What follows belongs to an exercise in optimizing a design on an open flow for small area and a short achievable clock period; a production flow would make more cautious choices. Function was checked by simulation only, so behaviour that the tests miss may differ from the original. Power and IR drop assume default switching activity.

[flow/design.v]
module apb_if (
    input clk,
    input rst_n,
    input psel,
    input pwrite,
    input penable,
    input [11:0] paddr,
    input [31:0] pwdata,
    input [3:0] pstrb,
    input error,
    input [31:0] rdata,
    output reg pready,
    output reg pslverr,
    output reg [31:0] prdata,
    output reg_ren,
    output reg_wen,
    output [11:0] addr,
    output [31:0] wdata,
    output [3:0] byte_en
);
    reg wait_cnt;
    reg [1:0] state;
    reg [1:0] next_state;
    parameter IDLE = 0;
    parameter SETUP = 1;
    parameter WAIT = 2;
    parameter ACCESS = 3;
    assign addr = paddr;
    assign wdata = pwdata;
    assign byte_en = pstrb;
    assign reg_wen = (state == ACCESS && pwrite);
    assign reg_ren = (state == ACCESS && !pwrite);
    always @(*) begin
        next_state = state;
        case (state)
            IDLE:
                begin
                    if (psel && !penable)
                        next_state = SETUP;
                    else
                        next_state = IDLE;
                end
            SETUP:
                if (psel && penable)
                    next_state = WAIT;
            WAIT:
                if (wait_cnt == 1)
                    next_state = ACCESS;
            ACCESS:
                begin
                    if (psel && !penable)
                        next_state = SETUP;
                    else
                        next_state = IDLE;
                end
        endcase
    end
    always @(posedge clk or negedge rst_n) begin
        if (!rst_n)
            state <= IDLE;
        else
            state <= next_state;
    end
    always @(posedge clk or negedge rst_n) begin
        if (!rst_n)
            begin
                wait_cnt <= 0;
                prdata <= 0;
                pready <= 0;
                pslverr <= 0;
            end
        else
            begin
                pslverr <= (state == ACCESS) && error;
                case (state)
                    IDLE:
                        begin
                            wait_cnt <= 0;
                            pready <= 0;
                        end
                    WAIT:
                        begin
                            wait_cnt <= 1;
                            pready <= 0;
                        end
                    ACCESS:
                        begin
                            prdata <= rdata;
                            pready <= 1;
                            wait_cnt <= 0;
                        end
                    default:
                        pready <= 0;
                endcase
            end
    end
endmodule
module register_file (
    input clk,
    input rst_n,
    input r_en,
    input w_en,
    input [11:0] addr,
    input [31:0] wdata,
    input [3:0] byte_en,
    input [63:0] counter,
    input int_st,
    input halt_ack,
    output error,
    output reg [31:0] rdata,
    output timer_en,
    output div_en,
    output [3:0] div_val,
    output halt_req,
    output int_en,
    output int_clr,
    output compare,
    output reg tdr0_wr_select,
    output reg tdr1_wr_select,
    output [31:0] tdr0_value,
    output [31:0] tdr1_value
);
    localparam A_TCR   = 12'h000;
    localparam A_TDR0  = 12'h004;
    localparam A_TDR1  = 12'h008;
    localparam A_TCMP0 = 12'h00C;
    localparam A_TCMP1 = 12'h010;
    localparam A_TIER  = 12'h014;
    localparam A_TISR  = 12'h018;
    localparam A_THCSR = 12'h01C;
    reg [31:0] TCR;
    reg [31:0] TCMP0;
    reg [31:0] TCMP1;
    reg [31:0] TIER;
    reg [31:0] TISR;
    reg [31:0] THCSR;
    reg [31:0] TDR0;
    reg [31:0] TDR1;
    wire [31:0] TCR_wm = 32'h00000F03;
    wire [31:0] TIER_wm = 32'h00000001;
    wire [31:0] THCSR_wm = 32'h00000001;
    wire div_val_er;
    wire timer_en_div_val_er;
    wire timer_en_div_en_er;
    function [31:0] apply_byte_en;
        input [31:0] old_data;
        input [31:0] new_data;
        input [3:0] byte_en;
        begin
            apply_byte_en = old_data;
            if (byte_en[0])
                apply_byte_en[7:0] = new_data[7:0];
            if (byte_en[1])
                apply_byte_en[15:8] = new_data[15:8];
            if (byte_en[2])
                apply_byte_en[23:16] = new_data[23:16];
            if (byte_en[3])
                apply_byte_en[31:24] = new_data[31:24];
        end
    endfunction
    assign timer_en = TCR[0];
    assign div_en = TCR[1];
    assign div_val = TCR[11:8];
    assign int_en = TIER[0];
    assign halt_req = THCSR[0];
    assign compare = (TCMP0 == counter[31:0]) && (TCMP1 == counter[63:32]);
    assign int_clr = (w_en && addr == A_TISR && byte_en[0] && wdata[0] == 1);
    assign div_val_er = w_en && addr == A_TCR && (wdata[11:8] > 4'd8);
    assign timer_en_div_val_er = w_en && addr == A_TCR && TCR[0] && byte_en[1] && (TCR[11:8] !== wdata[15:8]);
    assign timer_en_div_en_er = w_en && addr == A_TCR && TCR[0] && byte_en[0] && (TCR[1] !== wdata[1]);
    assign error = div_val_er || timer_en_div_val_er || timer_en_div_en_er;
    assign tdr0_value = TDR0;
    assign tdr1_value = TDR1;
    always @(posedge clk or negedge rst_n) begin
        if (!rst_n)
            begin
                TCR <= 32'h0000_0100; 
                TCMP0 <= 32'hFFFF_FFFF; 
                TCMP1 <= 32'hFFFF_FFFF;
                TIER <= 0;
                TISR <= 0;
                THCSR <= 0;
                TDR0 <= 0;
                TDR1 <= 0;
                tdr0_wr_select <= 0;
                tdr1_wr_select <= 0;
            end 
        else
            begin
                tdr0_wr_select <= w_en && addr == A_TDR0;
                tdr1_wr_select <= w_en && addr == A_TDR1;
                if (w_en && addr == A_TISR && byte_en[0] && wdata[0])
                    begin
                        TISR[0] <= 0;
                    end
                else if (int_st)
                    begin
                        TISR[0] <= 1;
                    end
                if (halt_ack)
                    THCSR[1] <= 1;
                else
                    THCSR[1] <= 0;
                if (w_en)
                    begin
                        case (addr)
                            A_TCR:
                                begin
                                    if (byte_en[0])
                                        TCR[0] <= wdata[0];
                                    if (!error)
                                        begin
                                            if (byte_en[0])
                                                TCR[1] <= wdata[1];
                                            if (byte_en[1])
                                                TCR[11:8] <= wdata[11:8];
                                        end
                                end
                            A_TDR0:
                                TDR0 <= apply_byte_en(TDR0, wdata, byte_en);
                            A_TDR1:
                                TDR1 <= apply_byte_en(TDR1, wdata, byte_en);
                            A_TCMP0:
                                TCMP0 <= apply_byte_en(TCMP0, wdata, byte_en);
                            A_TCMP1:
                                TCMP1 <= apply_byte_en(TCMP1, wdata, byte_en);
                            A_TIER:
                                TIER <= (apply_byte_en(TIER, wdata, byte_en) & TIER_wm) | (TIER & ~TIER_wm);
                            A_THCSR:
                                THCSR <= (apply_byte_en(THCSR, wdata, byte_en) & THCSR_wm) | (THCSR & ~THCSR_wm);
                            default: ;
                        endcase
                    end
            end
    end
    always @(*) begin
        if (r_en)
            begin
                case (addr)
                    A_TCR:
                        rdata = {20'h0, TCR[11:8], 6'h0, TCR[1:0]};
                    A_TDR0:
                        rdata = counter[31:0];   
                    A_TDR1:
                        rdata = counter[63:32];  
                    A_TCMP0:
                        rdata = TCMP0;
                    A_TCMP1:
                        rdata = TCMP1;
                    A_TIER:
                        rdata = {31'h0, TIER[0]};
                    A_TISR:
                        rdata = {31'h0, TISR[0]};
                    A_THCSR:
                        rdata = {30'h0, THCSR[1:0]};
                    default:
                        rdata = 32'h0;
                endcase
            end
        else
            rdata = 32'h0;
    end
endmodule
module counter (
    input clk,
    input rst_n,
    input timer_en,
    input div_en,
    input [3:0] div_val,
    input halt,
    input tdr0_wr_select,
    input tdr1_wr_select,
    input [31:0] tdr0_init,
    input [31:0] tdr1_init,
    output reg [63:0] counter
);
    reg [7:0] div_cnt;
    reg [31:0] tdr0_reg;
    reg [31:0] tdr1_reg;
    wire cnt_en;
    wire [8:0] div_sel;
    always @(posedge clk or negedge rst_n) begin
        if (!rst_n)
            begin
                tdr0_reg <= 32'h0;
                tdr1_reg <= 32'h0;
            end
        else
            begin
                if (tdr0_wr_select)
                    tdr0_reg <= tdr0_init;
                if (tdr1_wr_select)
                    tdr1_reg <= tdr1_init;
            end
    end
    assign div_sel = div_en ? 1 << div_val : 4'h0;
    always @(posedge clk or negedge rst_n) begin
        if (!rst_n)
            div_cnt <= 0;
        else
            begin
                if (timer_en && !halt)
                    begin
                        if (div_cnt == (div_en ? div_sel - 1 : 0))
                            div_cnt <= 0;
                        else
                            div_cnt <= div_cnt + 1;
                    end
                else
                    div_cnt <= 0;
            end
    end
    assign cnt_en = (timer_en && !halt && div_cnt == (div_en ? div_sel - 1 : 0));
    always @(posedge clk or negedge rst_n) begin
        if (!rst_n)
            begin
                counter <= 0;
            end
        else
            begin
                if (!timer_en)
                    begin
                        counter <= {tdr1_reg, tdr0_reg};
                    end
                else if (cnt_en && !halt)
                    begin
                        counter <= counter + 1;
                    end
            end
    end
endmodule
module interrupt_ctrl (
    input clk,
    input rst_n,
    input int_en,
    input compare,
    input int_clr,
    output tim_int,
    output reg int_st
);
    always @(posedge clk or negedge rst_n) begin
        if (!rst_n)
            begin
                int_st <= 0;
            end
        else
            begin
                if (int_clr)
                    begin
                        int_st <= 0;
                    end
                else if (compare)
                    begin
                        int_st <= 1;
                    end
            end
    end
    assign tim_int = int_en && int_st;
endmodule
module halt_ctrl (
    input clk,
    input rst_n,
    input halt_req,
    input dbg_mode,
    output reg halt_ack,
    output halt_en
);
    always @(posedge clk or negedge rst_n) begin
        if (!rst_n)
            halt_ack <= 1'b0;
        else
            halt_ack <= halt_req && dbg_mode;
    end
    assign halt_en = halt_req && dbg_mode;
endmodule
module timer_top (
    input sys_clk,
    input sys_rst_n,
    input tim_psel,
    input tim_pwrite,
    input tim_penable,
    input [11:0] tim_paddr,
    input [31:0] tim_pwdata,
    input [3:0] tim_pstrb,
    input dbg_mode,
    output tim_int,
    output tim_pready,
    output tim_pslverr,
    output [31:0] tim_prdata
);
    wire [11:0] addr;
    wire [31:0] wdata;
    wire [31:0] rdata;
    wire [3:0] byte_en;
    wire reg_ren;
    wire reg_wen;
    wire error_response;
    wire timer_en;
    wire div_en;
    wire halt_req;
    wire int_en;
    wire int_clr;
    wire compare;
    wire int_st;
    wire halt_ack;
    wire [3:0] div_val;
    wire halt_en;
    wire [63:0] counter_out;
    wire tdr0_wr_select;
    wire tdr1_wr_select;
    wire [31:0] tdr0_value;
    wire [31:0] tdr1_value;
    apb_if APB (
        .clk(sys_clk),
        .rst_n(sys_rst_n),
        .psel(tim_psel),
        .pwrite(tim_pwrite),
        .penable(tim_penable),
        .paddr(tim_paddr),
        .pwdata(tim_pwdata),
        .pstrb(tim_pstrb),
        .error(error_response),
        .rdata(rdata),
        .pready(tim_pready),
        .pslverr(tim_pslverr),
        .prdata(tim_prdata),
        .reg_ren(reg_ren),
        .reg_wen(reg_wen),
        .addr(addr),
        .wdata(wdata),
        .byte_en(byte_en)
    );
    register_file REG (
        .clk(sys_clk),
        .rst_n(sys_rst_n),
        .r_en(reg_ren),
        .w_en(reg_wen),
        .addr(addr),
        .wdata(wdata),
        .byte_en(byte_en),
        .counter(counter_out),
        .int_st(int_st),
        .halt_ack(halt_ack),
        .error(error_response),
        .rdata(rdata),
        .timer_en(timer_en),
        .div_en(div_en),
        .div_val(div_val),
        .halt_req(halt_req),
        .int_en(int_en),
        .int_clr(int_clr),
        .compare(compare),
        .tdr0_wr_select(tdr0_wr_select),
        .tdr1_wr_select(tdr1_wr_select),
        .tdr0_value(tdr0_value),
        .tdr1_value(tdr1_value)
    );
    counter CNT (
        .clk(sys_clk),
        .rst_n(sys_rst_n),
        .timer_en(timer_en),
        .div_en(div_en),
        .div_val(div_val),
        .halt(halt_en),
        .tdr0_wr_select(tdr0_wr_select),
        .tdr1_wr_select(tdr1_wr_select),
        .tdr0_init(tdr0_value),
        .tdr1_init(tdr1_value),
        .counter(counter_out)
    );
    interrupt_ctrl INTR (
        .clk(sys_clk),
        .rst_n(sys_rst_n),
        .int_en(int_en),
        .compare(compare),
        .int_clr(int_clr),
        .tim_int(tim_int),
        .int_st(int_st)
    );
    halt_ctrl HALT (
        .clk(sys_clk),
        .rst_n(sys_rst_n),
        .halt_req(halt_req),
        .dbg_mode(dbg_mode),
        .halt_ack(halt_ack),
        .halt_en(halt_en)
    );
endmodule
[flow/run.sh]
#!/bin/bash
# synth_recipe.tcl (not shown) runs the flow's synth.tcl, then flattens the netlist and writes it again
# the make line also repeats each setting of config.mk as NAME=value (left out here)
make -C /OpenROAD-flow-scripts/flow DESIGN_CONFIG=/design/flow/config.mk WORK_HOME=/design/flow/orfs CLKGATE_MAP_FILE= SYNTH_SCRIPT=/design/flow/synth_recipe.tcl finish
[flow/config.mk]
export PLATFORM = sky130hd
export DESIGN_NAME = timer_top
export DESIGN_NICKNAME = timer_top
export VERILOG_FILES = /design/flow/design.v
export SDC_FILE = /design/flow/constraint.sdc
export NUM_CORES = 4
export LEC_CHECK = 0
export CAP_MARGIN = 20
export CORE_MARGIN = 2
export CORE_UTILIZATION = 40
export SLEW_MARGIN = 20
[flow/constraint.sdc]
create_clock -name core_clock -period 4.0 [get_ports {sys_clk}]
set_input_delay 0.8000 -clock core_clock [delete_from_list [all_inputs] [get_ports {sys_clk}]]
set_output_delay 0.8000 -clock core_clock [all_outputs]
set_load 0.01 [all_outputs]
==> metrics.csv <==
metric,value,unit
cts.hold.buffers_added,0,
cp-start-kind,flip-flop,
grt_first_pass_wirelength,72.7,mm
routed_wl,47.3,mm
cts_tree,built,
num_rows,73,
timing.rr.end,CNT.counter[58]$_DFFE_PN0P_,
critical_path_class,reg2reg,
max_stage_delay,0.69,ns
grt_max_degree,121,
fin_tns_setup,0,ns
gp_congestion,0.878,
crit_path_end_kind,flip-flop,
skew,0.0156,ns
hpwl,33.0,mm
crit_slowest_cell,dfstp_2,
layout_common_cells,"248 x dfrtp_1, 200 x mux2_2, 87 x clkdlybuf4s50_1",
worstPathCellList,nand4_1 > ha_1 > and2_4 > o211ai_4 > o2111ai_1 > a211oi_2 > o311a_1 > nor2_1 > or3_1,
synth_nets,1484,
r2r_cells,9,
postLayoutCoreUtil,47.4,%
viasPerCell,5.88,
status,no timing/DRC/antenna violations,
drc_errors,0,
wl_per_cell,22.9,um
worst_slew_pin_slew,0.952,ns
largest_reg_flops,64,
timing.rr.start,REG.TCR[8]$_DFFE_PN1P_,
fin_crit,3.69,ns
drtAntennaViolNets,0,
synth_top_area_share,39.3,%
yosysTopAreaCell,dfrtp_1,
postCtsSetupBuffers,0,
final_max_slew_viol_count,0,
drive_above_1_share,26.2,%
crit_arrival,4.08,ns
num_io_pins,89,
hold_viol,0,
core_area,39500,um2
synth-seq-cells,315,
ir_worst_vdd,201,uV
clock_tree.root_cell,clkbuf_16,
track_usage,23.0,%
syn_area,15900,um2
nets,1578,
dieArea,41400,um2
die_h,203,um
cts_made_buffers,36,
synth-main-ff-cell,dfrtp_1,
postSynthCellCount,1423,
drt_iter0_markers,1217,
diodes,0,
worstPathRequired,4.39,ns
relSlewSlack,36.5,%
leakage,8.36,nW
fill_cells,3690,
maxCapViolCount,0,
vias,12200,
cts.htree.levels,2,
cts_resized,0,
synth-async-reset-ratio,100,%
avgSynthCellArea,11.2,um2
die_w,203,um
antenna_found_initial,0,
synth_edf_count,0,
setup_ws,0.313,ns
powerDensity,368,nW/um2
netlist_top_cells_area,"dfrtp_1 39%, mux2_2 14%, dfstp_2 11%, xor2_1 4.0%, nor2_1 2.0%",
layout_commonest_cell,dfrtp_1,
syn2layout_area_growth,17.5,%
post-place-ws,0.378,ns
rrSetupSlack,0.31,ns
cp_max_fo,12,
grt_pass1_vias,11800,
ys_types,77,
clk_path_buf_depth,3,
ys_warn_count,5,
dr.pass1.iters,6,
clk_pin_slew,0.07,ns
hp-class,in2async,
regMostFlops,CNT.counter,
portBuffers,88,
seq_area_frac_synth,50.1,%
placed_cell_area,17500,um2
start_util,40.3,%
power,0.00687,W
rsz0062_at_grt,false,
overflow,0,
fin_area,18700,um2
clk_latency,0.53,ns
fmax,271,MHz
cts_sinks,315,
timing.final.crit_share,92.2,%
setup_viol,0,
[cell families (layout without fill, tap and decap cells)]
| kind of cell | count (synthesis) | in the layout | share of synthesized area, % |
|---|---|---|---|
| xor gates and xnor gates | 84 | 84 | 4.63 |
| and+or+nand+nor | 401 | 401 | 13.5 |
| muxes | 218 | 218 | 15.3 |
| AOI/OAI and AO/OA | 250 | 250 | 12.1 |
| adders and majority gates | 7 | 7 | 0.551 |
| buffers and inverters | 148 | 268 | 3.79 |
| DFF | 315 | 315 | 50.1 |
[worst max-delay path, delay by kind of cell, from the launching register on]
| family | cells | cell delay [ns] |
|---|---|---|
| AOI/OAI and AO/OA | 4 | 1.70 |
| adders and majority gates | 1 | 0.33 |
| DFF | 1 | 0.69 |
| and+or+nand+nor | 4 | 0.82 |
[worst max-delay path by stage]
stage                           startpoint                          end  slack, ns  cells after the start
finish              REG.TCR[8]$_DFFE_PN1P_  CNT.counter[58]$_DFFE_PN0P_       0.31                      9
global placement              tim_paddr[8]      REG.TCR[10]$_DFFE_PN0P_       0.44                      7
global route        REG.TCR[8]$_DFFE_PN1P_  CNT.counter[50]$_DFFE_PN0P_       0.09                     10
floorplan           REG.TCR[1]$_DFFE_PN0P_  CNT.counter[63]$_DFFE_PN0P_       0.58                     13
CTS                 REG.TCR[8]$_DFFE_PN1P_  CNT.counter[58]$_DFFE_PN0P_       0.35                      9
detailed placement  REG.TCR[8]$_DFFE_PN1P_  CNT.counter[58]$_DFFE_PN0P_       0.38                      9
[area by class of cell]
| class | count | area (um2) | area share, % |
|---|---|---|---|
| sequential | 315 | 7970 | 42.6 |
| inverter | 57 | 214 | 1.15 |
| tap | 525 | 657 | 3.52 |
| timing repair buffer | 147 | 1340 | 7.18 |
| clock buffer | 53 | 1060 | 5.65 |
| clock inverter | 11 | 106 | 0.569 |
| multi-input combinational | 960 | 7340 | 39.3 |
[report_power, final]
group	internal, W	switching, W
clock network	0.00196	0.00130
registers	0.00321	0.0000167
logic	0.000121	0.000260
[cell usage after synthesis (4+ instances only)]
library cell  instances
a22oi_1               6
and3_1               19
xor2_1               72
a311oi_1              4
nand3_1              55
o21ai_0              29
nand4_1              26
nor3_1               17
and2_1               14
mux2i_1              18
a21o_1                5
nand3b_1              9
mux2_2              200
xnor2_1              12
nand2b_1              5
buf_2                11
nand2_1              74
a21boi_0             28
clkbuf_1             73
a31oi_1              23
or4_1                17
ha_1                  7
a222oi_1             30
or3_1                17
a221o_1               4
dfrtp_1             250
inv_1                57
o221ai_1              6
nor4_1               23
nand4b_1             12
and4_1                8
a21oi_1              25
a211o_1              12
dfstp_2              65
o31ai_1              12
buf_6                 4
nor2_1               85
o22ai_1              32
[layer usage]
| metal | GRT usage (%) | vias up | part of all wire, % |
|---|---|---|---|
| li1 | - | 5449 | - |
| met1 | 33.3 | 6248 | 46 |
| met2 | 36.2 | 389 | 46 |
| met3 | 3.04 | 71 | 5.5 |
| met4 | 6.62 | 0 | 2.3 |
| met5 | 0 | - | 0 |
[through the flow]
stage          hold slack, ns  instances
5_1_grt                 0.455       2068
6_report                0.388       2068
3_5_place_dp            0.465       2004
3_3_place_gp            0.461       2004
2_1_floorplan           0.448       1423
4_1_cts                 0.425       2068

static timing again, ports no longer ideal:
In the flow no input, the clock included, has a driving cell. The finished layout below was timed again as built, in two steps. Step 1 sets driving cells, clkbuf_16 on the clock port and buf_2 on the other inputs (assumed; they add their load-dependent delay and slew). Step 2, shift: input delay + t, output delay - t, t = (earliest + latest rising clock arrival at the registers) / 2. This alone moves slack from input paths to output paths. Slacks: ideal / step 1 / step 2; pairs: ideal / step 1.
shift t [ns]: 0.572
setup WS [ns]: 0.313 / 0.313 / 0.272
clock arrival spread, ns: 0.017 / 0.016
worst register clock-pin slew, ns: 0.07 / 0.07
After both steps setup and hold are still met in this run. The setup slack of this run moves by 0.000 ns with the drivers and by -0.041 ns with both steps.
